Context: an optimization exercise on an open-source flow, tuned for small area and a short achievable clock period. The choices shown serve that exercise and are no tape-out recipe. Function was checked by simulation only, so behaviour that the tests miss may differ from the original. Power and IR drop assume default switching activity.

Design quinta_core, start of the top module:
module quinta_core (
    input  logic        clk,
    input  logic        rst,
    output logic [31:0] imem_addr,
    input  logic [31:0] imem_rdata,
    output logic [31:0] dmem_addr,
    output logic        dmem_we,
    output logic [ 3:0] dmem_be,
    output logic [31:0] dmem_wdata,
    output logic        dmem_re,
    input  logic [31:0] dmem_rdata
);
==> flow/config.mk <==
export PLATFORM = sky130hd
export DESIGN_NAME = quinta_core
export DESIGN_NICKNAME = quinta_core
export VERILOG_FILES = /design/flow/design.v
export SDC_FILE = /design/flow/constraint.sdc
export NUM_CORES = 8
export LEC_CHECK = 0
export ABC_AREA = 1
export CAP_MARGIN = 35
export CORE_MARGIN = 2
export CORE_UTILIZATION = 35
export CTS_CLUSTER_DIAMETER = 80
export CTS_CLUSTER_SIZE = 24
export SLEW_MARGIN = 35
==> flow/constraint.sdc <==
create_clock -name core_clock -period 11.5 [get_ports {clk}]
set_input_delay 2.3000 -clock core_clock [delete_from_list [all_inputs] [get_ports {clk}]]
set_output_delay 2.3000 -clock core_clock [all_outputs]
set_load 0.01 [all_outputs]
standard.sh (not shown) runs the stock make flow with config.mk's settings and CLKGATE_MAP_FILE= SYNTH_SCRIPT=/design/flow/synth_recipe.tcl, a recipe that flattens the netlist after the stock synthesis.
==> flow/flow/run.sh <==
#!/bin/bash
# The standard layout (standard.sh), with two changes:
#  - timing repair aims for SETUP_SLACK_MARGIN ns of slack beyond the clock
#    constraint;
#  - synthesis is the standard flow's script, except that two combinational modules are
#    mapped apart from the rest before the final flatten (synth_recipe_keep.tcl).
# make's full output goes to flow.log here; each ORFS step also keeps its own
# log under orfs/logs/.
set -euo pipefail
bash standard.sh SETUP_SLACK_MARGIN=7.5 SYNTH_SCRIPT="$PWD/flow/synth_recipe_keep.tcl" finish > flow.log 2>&1
==> flow/flow/synth_recipe_keep.tcl <==
# synth_recipe.tcl (the standard synthesis script), except that the
# purely combinational modules add_sub and negate_32 keep their own hierarchy
# until the final flatten, so that ABC maps each of them on its own (for its
# own critical path) rather than as part of the whole design. They contain no
# registers, so the registers are the same as in the standard synthesis.
proc synth {args} {
  yosys setattr -mod -set keep_hierarchy 1 add_sub negate_32
  yosys synth -nofsm -noshare {*}$args
}
source $::env(SCRIPTS_DIR)/synth.tcl
# left out here: clear keep_hierarchy, flatten, clean up, hide names made inside functions, write 1_2_yosys.v
==> next run, changes <==
--- a/flow/flow/run.sh
+++ b/flow/flow/run.sh
@@ -9,2 +9,2 @@
 set -euo pipefail
-bash standard.sh SETUP_SLACK_MARGIN=7.5 SYNTH_SCRIPT="$PWD/flow/synth_recipe_keep.tcl" finish > flow.log 2>&1
+bash standard.sh SETUP_SLACK_MARGIN=7.0 SYNTH_SCRIPT="$PWD/flow/synth_recipe_keep.tcl" finish > flow.log 2>&1
The changed run completed without violations.
Count of clock-buffer cells in the layout increases by 18.
Critical path depth is lower by 5.
Core utilization falls by 0.92 points.

* * *

Setup of rev 12:
quinta_core, a different RTL version from the one above (not shown whole).
Size in the first run: roughly 25000 cells after synthesis, roughly 0.22 mm² of cells after synthesis.
==> flow/config.mk <==
export PLATFORM = sky130hd
export DESIGN_NAME = quinta_core
export DESIGN_NICKNAME = quinta_core
export VERILOG_FILES = /design/flow/design.v
export SDC_FILE = /design/flow/constraint.sdc
export NUM_CORES = 8
export LEC_CHECK = 0
export ABC_AREA = 1
export CAP_MARGIN = 35
export CORE_MARGIN = 2
export CORE_UTILIZATION = 35
export CTS_CLUSTER_DIAMETER = 80
export CTS_CLUSTER_SIZE = 24
export SLEW_MARGIN = 35
==> flow/constraint.sdc <==
create_clock -name core_clock -period 11.5 [get_ports {clk}]
set_input_delay 2.3000 -clock core_clock [delete_from_list [all_inputs] [get_ports {clk}]]
set_output_delay 2.3000 -clock core_clock [all_outputs]
set_load 0.01 [all_outputs]
==> flow/flow/run.sh <==
#!/bin/bash
# The standard layout (standard.sh), with timing repair aiming for
# SETUP_SLACK_MARGIN ns of slack beyond the clock constraint. make's full
# output goes to flow.log here; each ORFS step also keeps its own log under
# orfs/logs/.
set -euo pipefail
bash standard.sh SETUP_SLACK_MARGIN=8.0 finish > flow.log 2>&1
Input changes introduced in rev 13 (baseline for comparison: rev 12):
--- a/flow/flow/run.sh
+++ b/flow/flow/run.sh
@@ -6,2 +6,2 @@
 set -euo pipefail
-bash standard.sh SETUP_SLACK_MARGIN=8.0 finish > flow.log 2>&1
+bash standard.sh SETUP_SLACK_MARGIN=7.5 finish > flow.log 2>&1
[summary]
Relative slew slack: rev 12 and rev 13 compared, lower one is rev 12. In rev 13 relative to rev 12, post-layout instance area had gone down by a few percent. The lower setup slack of the critical path after layout of rev 12 and rev 13 is in rev 13. Rev 13 vs rev 12, via count went down by 6665. Of rev 12 and rev 13, rev 12 shows the higher slack of the worst reg-to-reg path, with rev 13 below it. Comparing rev 13 with rev 12, the clock slew seen by the registers of the worst setup and hold paths came out essentially unchanged. Rev 13 — number of gates on the worst path with buffers counted 4 lower, rev 12 as reference. Rev 13 ends up with a signed area change from the synthesized netlist to the final layout that is 7.4 points lower than in rev 12. Rev 13 — area taken by multi-input logic gates 0.0079 mm² lower, rev 12 as reference.

* * *

## build 41
Another version of the RTL of quinta_core (not shown whole).
Size in the first run: roughly 24000 cells after synthesis, ~3900 flip-flops.
make LEC_CHECK=0 ABC_AREA=1 CAP_MARGIN=35 CORE_MARGIN=2 CORE_UTILIZATION=35 SETUP_SLACK_MARGIN=5 SLEW_MARGIN=35 finish   # period 11.5 ns
run.sh (not shown) runs the stock make flow with config.mk's settings and CLKGATE_MAP_FILE= SYNTH_SCRIPT=/design/flow/synth_recipe.tcl, a recipe that flattens the netlist after the stock synthesis.
Stock flow here: none of the scripts above is used.
## Diff of input files: trial 24 against build 41
# build 41
export LEC_CHECK = 0
export ABC_AREA = 1
export CAP_MARGIN = 35
export CORE_MARGIN = 2
export CORE_UTILIZATION = 35
export SETUP_SLACK_MARGIN = 5
export SLEW_MARGIN = 35
create_clock -name core_clock -period 11.5 [get_ports {clk}]
# trial 24
export LEC_CHECK = 0
export ABC_AREA = 1
export CAP_MARGIN = 35
export CORE_MARGIN = 2
export CORE_UTILIZATION = 35
export CTS_CLUSTER_DIAMETER = 80
export CTS_CLUSTER_SIZE = 24
export SLEW_MARGIN = 35
create_clock -name core_clock -period 11.5 [get_ports {clk}]
==> flow/flow/run.sh (new file) <==
#!/bin/bash
# The standard layout (standard.sh), with timing repair aiming for
# SETUP_SLACK_MARGIN ns of slack beyond the clock constraint. make's full
# output goes to flow.log here; each ORFS step also keeps its own log under
# orfs/logs/.
set -euo pipefail
bash standard.sh SETUP_SLACK_MARGIN=7.5 finish > flow.log 2>&1
==> flow/standard.sh (new file) <==
#!/bin/bash
# synth_recipe.tcl (not shown) runs the flow's synth.tcl, then flattens the netlist and writes it again
# the make line also repeats each setting of config.mk as NAME=value (left out here)
make -C /OpenROAD-flow-scripts/flow DESIGN_CONFIG=/design/flow/config.mk WORK_HOME=/design/flow/orfs CLKGATE_MAP_FILE= SYNTH_SCRIPT=/design/flow/synth_recipe.tcl "${@:-finish}"
removed: flow/run.sh
Notes after the runs:
Delta (trial 24 minus build 41): via count saw an increase, hold slack saw an increase.
The routability-driven placement congestion ratio reported for trial 24 is smaller than that of build 41 by 0.027.
Looking at launch point of the critical path, the forwarding_unit_inst.right_sel[0]$_SDFF_PP1_ result is from trial 24; the forwarding_unit_inst.left_sel[2]$_SDFF_PP0_ one comes from build 41.
| cell area | trial 24 vs build 41 | worse |
When trial 24 is set beside build 41, its final cycle utilization of the critical path turns out to be 19 points smaller.
Diff trial 24..build 41 | number of rows in the core area | unchanged
The higher relative contribution of sequential cells to total power of build 41 and trial 24 is in build 41.
Of build 41 and trial 24, the run reporting the lower power share of the combinational group was build 41.
In the flow results for build 41 and trial 24, the total number of cells along the worst setup path is larger on trial 24.
Delta (trial 24 minus build 41): sequential share of layout area -0.92 points, first-pass GRT wire length up 28000 um.

## re-timing with driven ports
How much do the figures lean on ideal ports? The routed layouts below were timed once more, with nothing changed but the port constraints. Step 1 sets driving cells, clkbuf_16 on the clock port and buf_2 on the other inputs (assumed; they add their load-dependent delay and slew). Step 2 also shifts input and output timing later by t, the mid clock arrival at the registers, as if the neighbouring blocks saw the same clock. Three values: no drivers, after step 1, after step 2; two values: the first two.
| run | shift t [ns] | slack for setup (ns) | worst hold slack (ns) | pins driven straight from the clock port |
|---|---|---|---|---|
| the first run of note 1 | 1.204 | 7.103 / 7.103 / 6.428 | 0.308 / 0.308 / 0.308 | 1 |
| the second run of note 1 | 1.175 | 6.852 / 6.852 / 6.055 | 0.312 / 0.312 / 0.312 | 1 |
| rev 12 | 1.192 | 7.370 / 7.356 / 6.323 | 0.298 / 0.298 / 0.298 | 1 |
| rev 13 | 1.196 | 7.044 / 7.044 / 6.337 | 0.302 / 0.302 / 0.302 | 1 |
| build 41 | 1.196 | 4.888 / 4.888 / 4.813 | 0.311 / 0.311 / 0.311 | 1 |
| trial 24 | 1.177 | 7.081 / 7.081 / 6.282 | 0.319 / 0.319 / 0.319 | 1 |
After both steps setup and hold are still met in every run listed. The setup slack of rev 12, which loses most, moves by -0.014 ns with the drivers and by -1.047 ns with both steps.
